Context: an optimization exercise on an open-source flow, tuned for small area. The choices shown serve that exercise and are no tape-out recipe.
The RTL was checked by simulation tests, not by an equivalence proof against the original design.
Power figures rest on the tool's default switching activity, not on a simulated workload.

Design top_full_design, start of the top module:
module top_full_design
    #(
        parameter NB_ADDR = 6,
        parameter NB_DATA = 8
    )
    (
        output [NB_DATA - 1 : 0] o_log_data_from_ram,
        output o_log_ram_full,
        input [2:0] i_enable,
        input [1:0] i_sel,
        input i_reset,
        input clock
    );
==> flow/config.mk <==
export PLATFORM = sky130hd
export DESIGN_NAME = top_full_design
export DESIGN_NICKNAME = top_full_design
export VERILOG_FILES = /design/flow/design.v
export SDC_FILE = /design/flow/constraint.sdc
export NUM_CORES = 4
export LEC_CHECK = 0
export CAP_MARGIN = 0
export CORE_MARGIN = 2
export CORE_UTILIZATION = 72
export CTS_BUF_LIST = sky130_fd_sc_hd__clkbuf_8
export CTS_CLUSTER_DIAMETER = 60
export CTS_CLUSTER_SIZE = 16
export SLEW_MARGIN = 0
export SYNTH_HIERARCHICAL = 1
export SYNTH_MEMORY_MAX_BITS = 16384
==> flow/constraint.sdc <==
create_clock -name core_clock -period 8.0 [get_ports {clock}]
set_input_delay 1.6000 -clock core_clock [delete_from_list [all_inputs] [get_ports {clock}]]
set_output_delay 1.6000 -clock core_clock [all_outputs]
set_load 0.01 [all_outputs]
standard.sh (not shown) runs the stock make flow with config.mk's settings and CLKGATE_MAP_FILE= SYNTH_SCRIPT=/design/flow/synth_recipe.tcl, a recipe that flattens the netlist after the stock synthesis.
==> flow/flow/run.sh <==
#!/bin/bash
# The standard layout (the standard.sh, unchanged synthesis, floorplan, placement,
# routing), with clock tree synthesis told not to add dummy loads for balancing.
set -euo pipefail
export CTS_ARGS="-sink_clustering_enable -repair_clock_nets -sink_clustering_size 16 -sink_clustering_max_diameter 60 -buf_list sky130_fd_sc_hd__clkbuf_8 -dont_use_dummy_load"
bash standard.sh finish > standard.log 2>&1
The starting point went through all stages and came out clean.
Edit:
==> flow/run.sh (new file) <==
#!/bin/bash
# synth_recipe.tcl (not shown) runs the flow's synth.tcl, then flattens the netlist and writes it again
# the make line also repeats each setting of config.mk as NAME=value (left out here)
make -C /OpenROAD-flow-scripts/flow DESIGN_CONFIG=/design/flow/config.mk WORK_HOME=/design/flow/orfs CLKGATE_MAP_FILE= SYNTH_SCRIPT=/design/flow/synth_recipe.tcl finish
- CORE_UTILIZATION: 72 -> 60
removed: flow/flow/run.sh
removed: flow/standard.sh
Combinational power climbs by about 7%.
Hold slack improved by 0.035 ns.
Core utilization drops by 12 points.
Clock skew drops by 0.11 ns.
Sequential cell count does not change.
Wire length stays flat.
Design area climbs by 1.3%.
Via count drops by 2.7%.
Global-route usage drops by 6.6 points.
Count of clock-buffer cells in the layout climbs by 2.
Edit:
==> flow/flow/run.sh (new file) <==
#!/bin/bash
# The standard layout (the standard.sh, unchanged synthesis, floorplan, placement,
# routing), with clock tree synthesis told not to add dummy loads for balancing.
set -euo pipefail
export CTS_ARGS="-sink_clustering_enable -repair_clock_nets -sink_clustering_size 16 -sink_clustering_max_diameter 60 -buf_list sky130_fd_sc_hd__clkbuf_8 -dont_use_dummy_load"
bash standard.sh finish > standard.log 2>&1
==> flow/standard.sh (new file) <==
#!/bin/bash
# synth_recipe.tcl (not shown) runs the flow's synth.tcl, then flattens the netlist and writes it again
# the make line also repeats each setting of config.mk as NAME=value (left out here)
make -C /OpenROAD-flow-scripts/flow DESIGN_CONFIG=/design/flow/config.mk WORK_HOME=/design/flow/orfs CLKGATE_MAP_FILE= SYNTH_SCRIPT=/design/flow/synth_recipe.tcl "${@:-finish}"
removed: flow/run.sh
Die area is unchanged. Setup slack is better by 0.050 ns. Non-clock buffer count does not change. Total power falls by 2.2%. Sequential cell count is unchanged. Cell area falls by 0.77%. Routed wire length is about the same. Via count falls by 0.32%. Register-to-register slack is better by 0.05 ns. First-iteration DRC count falls by 1.7%.

========
run A:
Another version of the RTL of top_full_design (not shown whole).
Size in the first run: ~2700 cells after synthesis, ~720 flip-flops.
clock: 8.0 ns
lec_check: 0
cap_margin: 20
core_margin: 2
core_utilization: 40
slew_margin: 20
synth_hierarchical: 1
synth_memory_max_bits: 16384
run.sh (not shown) runs the stock make flow with config.mk's settings and CLKGATE_MAP_FILE= SYNTH_SCRIPT=/design/flow/synth_recipe.tcl, a recipe that flattens the netlist after the stock synthesis.
Stock flow here: none of the scripts above is used.
The final layout from run A, which completed every stage, passed the timing, design-rule and antenna checks at the end of the flow.
[inputs] run B vs run A
Settings: an added CTS_CLUSTER_SIZE of 30; an added CTS_CLUSTER_DIAMETER of 100; an added CTS_BUF_LIST of sky130_fd_sc_hd__clkbuf_16.
Notes after the runs:
- Run B ended up with a lower cell area than run A did.
- Setup slack (higher): run B
- Run B vs run A: utilization of the core after routing down
Edits applied to the flow inputs when going from run B to run C:
Settings: CTS_CLUSTER_DIAMETER now 60, was 100; CTS_CLUSTER_SIZE now 16, was 30; CTS_BUF_LIST now sky130_fd_sc_hd__clkbuf_8, was sky130_fd_sc_hd__clkbuf_16.
==> summary.txt <==
The max-cap check violation count of run B and that of run C are within noise of each other. Number of buffers created by CTS in run C vs run B: up 100%. Changes observed in run C relative to run B: portion of total power attributed to the clock network increased by 2.2 points relative to the old numbers; part of the total power dissipated in sequential elements went down; maximum frequency went down by 0.39%; post-route minimum period higher. Of run C and run B, the lower part of the total power dissipated in combinational logic belongs to run C. Detailed-route wire length for run C: about 0.9% up relative to run B. Comparing run C and run B, clock-buffer cell count is lower on run B.

========
Setup of rev 12:
Another version of the RTL of top_full_design (not shown whole).
Size in the first run: about 720 flip-flops, about 16 I/O pins, about 0.034 mm2 of cells after synthesis.
make LEC_CHECK=0 CAP_MARGIN=20 CORE_MARGIN=2 CORE_UTILIZATION=40 CTS_BUF_LIST=sky130_fd_sc_hd__clkbuf_16 CTS_CLUSTER_DIAMETER=100 CTS_CLUSTER_SIZE=30 SLEW_MARGIN=20 SYNTH_HIERARCHICAL=1 SYNTH_MEMORY_MAX_BITS=16384 finish   # period 8.0 ns
What rev 13 does differently from rev 12 at the input level:
Settings: CTS_BUF_LIST changed from sky130_fd_sc_hd__clkbuf_16 to sky130_fd_sc_hd__clkbuf_8; CTS_CLUSTER_DIAMETER changed from 100 to 60; CTS_CLUSTER_SIZE changed from 30 to 16.
--- outcome ---
Diff rev 12 -> rev 13: number of sinks driven by the clock tree essentially unchanged, area fraction of clock buffers and clock inverters increased 0.50 points.
Rev 13 ended up with a higher total inserted antenna cells than rev 12 did.
Sort rev 12 and rev 13 by met1 global-route usage asc -> top: rev 12
Rev 12 was smaller in final cell area than rev 13.
In the flow results for rev 12 and rev 13, the delay contributed by the slowest stage of the critical path is larger on rev 13.
Where total leakage power is concerned, rev 12 is better than rev 13.
Of rev 12 and rev 13, the lower part of the total power dissipated in sequential elements belongs to rev 13.

========
top_full_design, a different RTL version from the one above (not shown whole).
Size: ~2,300 cells after synthesis, ~720 flip-flops, roughly 16 I/O pins, roughly 31,000 um^2 of cells after synthesis.
==> flow/config.mk <==
export PLATFORM = sky130hd
export DESIGN_NAME = top_full_design
export DESIGN_NICKNAME = top_full_design
export VERILOG_FILES = /design/flow/design.v
export SDC_FILE = /design/flow/constraint.sdc
export NUM_CORES = 4
export LEC_CHECK = 0
export CAP_MARGIN = 0
export CORE_MARGIN = 2
export CORE_UTILIZATION = 60
export CTS_BUF_LIST = sky130_fd_sc_hd__clkbuf_8
export CTS_CLUSTER_DIAMETER = 60
export CTS_CLUSTER_SIZE = 20
export SLEW_MARGIN = 0
export SYNTH_HIERARCHICAL = 1
export SYNTH_MEMORY_MAX_BITS = 16384
==> flow/constraint.sdc <==
create_clock -name core_clock -period 8.0 [get_ports {clock}]
set_input_delay 1.6000 -clock core_clock [delete_from_list [all_inputs] [get_ports {clock}]]
set_output_delay 1.6000 -clock core_clock [all_outputs]
set_load 0.01 [all_outputs]
standard.sh (not shown) runs the stock make flow with config.mk's settings and CLKGATE_MAP_FILE= SYNTH_SCRIPT=/design/flow/synth_recipe.tcl, a recipe that flattens the netlist after the stock synthesis.
==> flow/flow/run.sh <==
#!/bin/bash
# The standard layout (the standard.sh, unchanged synthesis, floorplan, placement,
# routing), with clock tree synthesis told not to add dummy loads for balancing.
set -euo pipefail
export CTS_ARGS="-sink_clustering_enable -repair_clock_nets -sink_clustering_size 20 -sink_clustering_max_diameter 60 -buf_list sky130_fd_sc_hd__clkbuf_8 -dont_use_dummy_load"
bash standard.sh finish > standard.log 2>&1
Edit:
==> flow/flow/run.sh (replaced) <==
#!/bin/bash
# The standard layout (the standard.sh, unchanged synthesis, floorplan, placement,
# routing), with clock tree synthesis told not to add dummy loads for balancing.
set -euo pipefail
export CTS_ARGS="-sink_clustering_enable -repair_clock_nets -sink_clustering_size 16 -sink_clustering_max_diameter 60 -buf_list sky130_fd_sc_hd__clkbuf_8 -dont_use_dummy_load"
bash standard.sh finish > standard.log 2>&1
- CTS_CLUSTER_SIZE: 20 -> 16
The new run went through all stages and came out clean.
Power rises by 1.4%.
Flip-flop and latch count is unchanged.
Die area is unchanged.
Maximum frequency barely changes.
Count of clock-buffer cells in the layout rises by 8.

========
run a:
Another version of the RTL of top_full_design (not shown whole).
Size: ~3400 cells after synthesis, about 700 flip-flops.
==> flow/design.v (excerpt) <==
module top_full_design
    #(
        parameter NB_ADDR = 6,
        parameter NB_DATA = 8
    )
    (
        output [NB_DATA - 1 : 0] o_log_data_from_ram,
        output o_log_ram_full,
        input [2:0] i_enable,
        input [1:0] i_sel,
        input i_reset,
        input clock
    );
Settings: LEC_CHECK=0, CAP_MARGIN=20, CORE_MARGIN=2, CORE_UTILIZATION=40, SLEW_MARGIN=20, SYNTH_MEMORY_MAX_BITS=16384; clock period 8.0 ns.
run.sh (not shown) runs the stock make flow with config.mk's settings and CLKGATE_MAP_FILE= SYNTH_SCRIPT=/design/flow/synth_recipe.tcl, a recipe that flattens the netlist after the stock synthesis.
Stock flow here: none of the scripts above is used.
Input changes introduced in run b (baseline for comparison: run a):
# run a
export LEC_CHECK = 0
export CAP_MARGIN = 20
export CORE_MARGIN = 2
export CORE_UTILIZATION = 40
export SLEW_MARGIN = 20
export SYNTH_MEMORY_MAX_BITS = 16384
create_clock -name core_clock -period 8.0 [get_ports {clock}]
# run b
export LEC_CHECK = 0
export ABC_AREA = 1
export CAP_MARGIN = 20
export CORE_MARGIN = 2
export CORE_UTILIZATION = 40
export SLEW_MARGIN = 20
export SYNTH_MEMORY_MAX_BITS = 16384
create_clock -name core_clock -period 8.0 [get_ports {clock}]
==> comparison <==
Run b finished every stage and its layout cleared the timing, design-rule and antenna checks. In the flow results for run b and run a, the x dimension of the die is larger on run a. Re proportion of synthesized area in mux cells: run b and run a aren't equal, and the lower value belongs to run b. Area fraction in and, or, nand and nor cells after synthesis in run b is 5.6 points higher than in run a. [run b] maximum operating frequency rose about 6% relative to run a. Going from run a to run b, area added between synthesis and finish decreased 0.44 points, half-perimeter wire length after placement moved up. On run b: initial antenna violation count is 3 lower than what run a gave. Hold slack delta (run b − run a): unfavourable. Run b vs. run a: worst-case setup margin in the final layout moved up; pin count of the biggest net entering global routing increased 7; leakage power went up by about 4.3%.

========
## P
Another version of the RTL of top_full_design (not shown whole).
Size: about 2300 cells after synthesis, roughly 720 flip-flops, about 16 I/O pins, about 31000 sq um of cells after synthesis.
export LEC_CHECK = 0
export CAP_MARGIN = 0
export CORE_MARGIN = 2
export CORE_UTILIZATION = 60
export CTS_BUF_LIST = sky130_fd_sc_hd__clkbuf_8
export CTS_CLUSTER_DIAMETER = 60
export CTS_CLUSTER_SIZE = 16
export SLEW_MARGIN = 0
export SYNTH_HIERARCHICAL = 1
export SYNTH_MEMORY_MAX_BITS = 16384
create_clock -name core_clock -period 8.0 [get_ports {clock}]
standard.sh (not shown) runs the stock make flow with config.mk's settings and CLKGATE_MAP_FILE= SYNTH_SCRIPT=/design/flow/synth_recipe.tcl, a recipe that flattens the netlist after the stock synthesis.
==> flow/flow/run.sh <==
#!/bin/bash
# The standard layout (the standard.sh, unchanged synthesis, floorplan, placement,
# routing), with clock tree synthesis told not to add dummy loads for balancing.
set -euo pipefail
export CTS_ARGS="-sink_clustering_enable -repair_clock_nets -sink_clustering_size 16 -sink_clustering_max_diameter 60 -buf_list sky130_fd_sc_hd__clkbuf_8 -dont_use_dummy_load"
bash standard.sh finish > standard.log 2>&1
P finished all stages; the layout is clean.
Here is what was changed in the inputs of Q compared with P.
Settings: a change of CTS_CLUSTER_SIZE from 16 to 20.
-- flow/flow/run.sh --
<<< P, line 5
export CTS_ARGS="-sink_clustering_enable -repair_clock_nets -sink_clustering_size 16 -sink_clustering_max_diameter 60 -buf_list sky130_fd_sc_hd__clkbuf_8 -dont_use_dummy_load"
>>> Q, line 5
export CTS_ARGS="-sink_clustering_enable -repair_clock_nets -sink_clustering_size 20 -sink_clustering_max_diameter 60 -buf_list sky130_fd_sc_hd__clkbuf_8 -dont_use_dummy_load"
==> comparison <==
Against P, aggregate routed wire length in Q fell slightly. Reported for P and Q, area used by multi-input combinational logic turned out identical to the last digit. Per the comparison of Q with P, sequential share of layout area roughly the same; routed wirelength normalized by instance count shows no meaningful change; sequential cell area closely matched the old numbers; met1 global-route usage essentially unchanged. P and Q ended up with roughly the same via count. In Q, the share of the core filled with cells came out 0.16 points below the value in P. Final worst clock skew in Q is 0.0073 ns above P. Q against P: fraction of final layout cells with drive strength greater than 1 went down, worst setup slack went up.

==> afterwards: timing with drivers on the ports <==
The results above use ideal ports. As a check the final layouts listed here were re-extracted and re-timed, cells and wires unchanged.
Step 1: set_driving_cell puts a clkbuf_16 on clock and a buf_2 on each other input, an assumption about the parent block.
Step 2 moves the port delays by t, midway between the first and last clock arrival at a register: inputs arrive t later, outputs are due t later. That takes back most of the time a late clock gives input paths.
Three values: no drivers, after step 1, after step 2; two values: the first two.
run | t (ns) | setup WS [ns] | latest minus earliest clock arrival (ns)
the first run of note 1 | 0.692 | 1.076 / 1.076 / 1.076 | 0.158 / 0.158
the second run of note 1 | 0.748 | 1.420 / 1.420 / 1.420 | 0.059 / 0.060
the third run of note 1 | 0.705 | 1.470 / 1.470 / 1.470 | 0.161 / 0.161
run A of note 2 | 0.682 | 0.609 / 0.609 / 0.609 | 0.029 / 0.029
run B of note 2 | 0.710 | 0.642 / 0.642 / 0.642 | 0.046 / 0.046
run C of note 2 | 0.774 | 0.613 / 0.613 / 0.613 | 0.049 / 0.048
rev 12 | 0.705 | 1.182 / 1.182 / 1.182 | 0.051 / 0.051
rev 13 | 0.763 | 1.114 / 1.114 / 1.114 | 0.060 / 0.060
the first run of note 4 | 0.674 | 1.148 / 1.148 / 1.148 | 0.109 / 0.108
the second run of note 4 | 0.705 | 1.168 / 1.168 / 1.168 | 0.118 / 0.119
run a of note 5 | 0.679 | 0.973 / 0.973 / 0.973 | 0.037 / 0.037
run b of note 5 | 0.700 | 1.395 / 1.395 / 1.395 | 0.078 / 0.078
P | 0.701 | 1.183 / 1.183 / 1.183 | 0.099 / 0.098
Q | 0.690 | 1.212 / 1.212 / 1.212 | 0.108 / 0.108
After both steps every run listed still meets setup and hold.
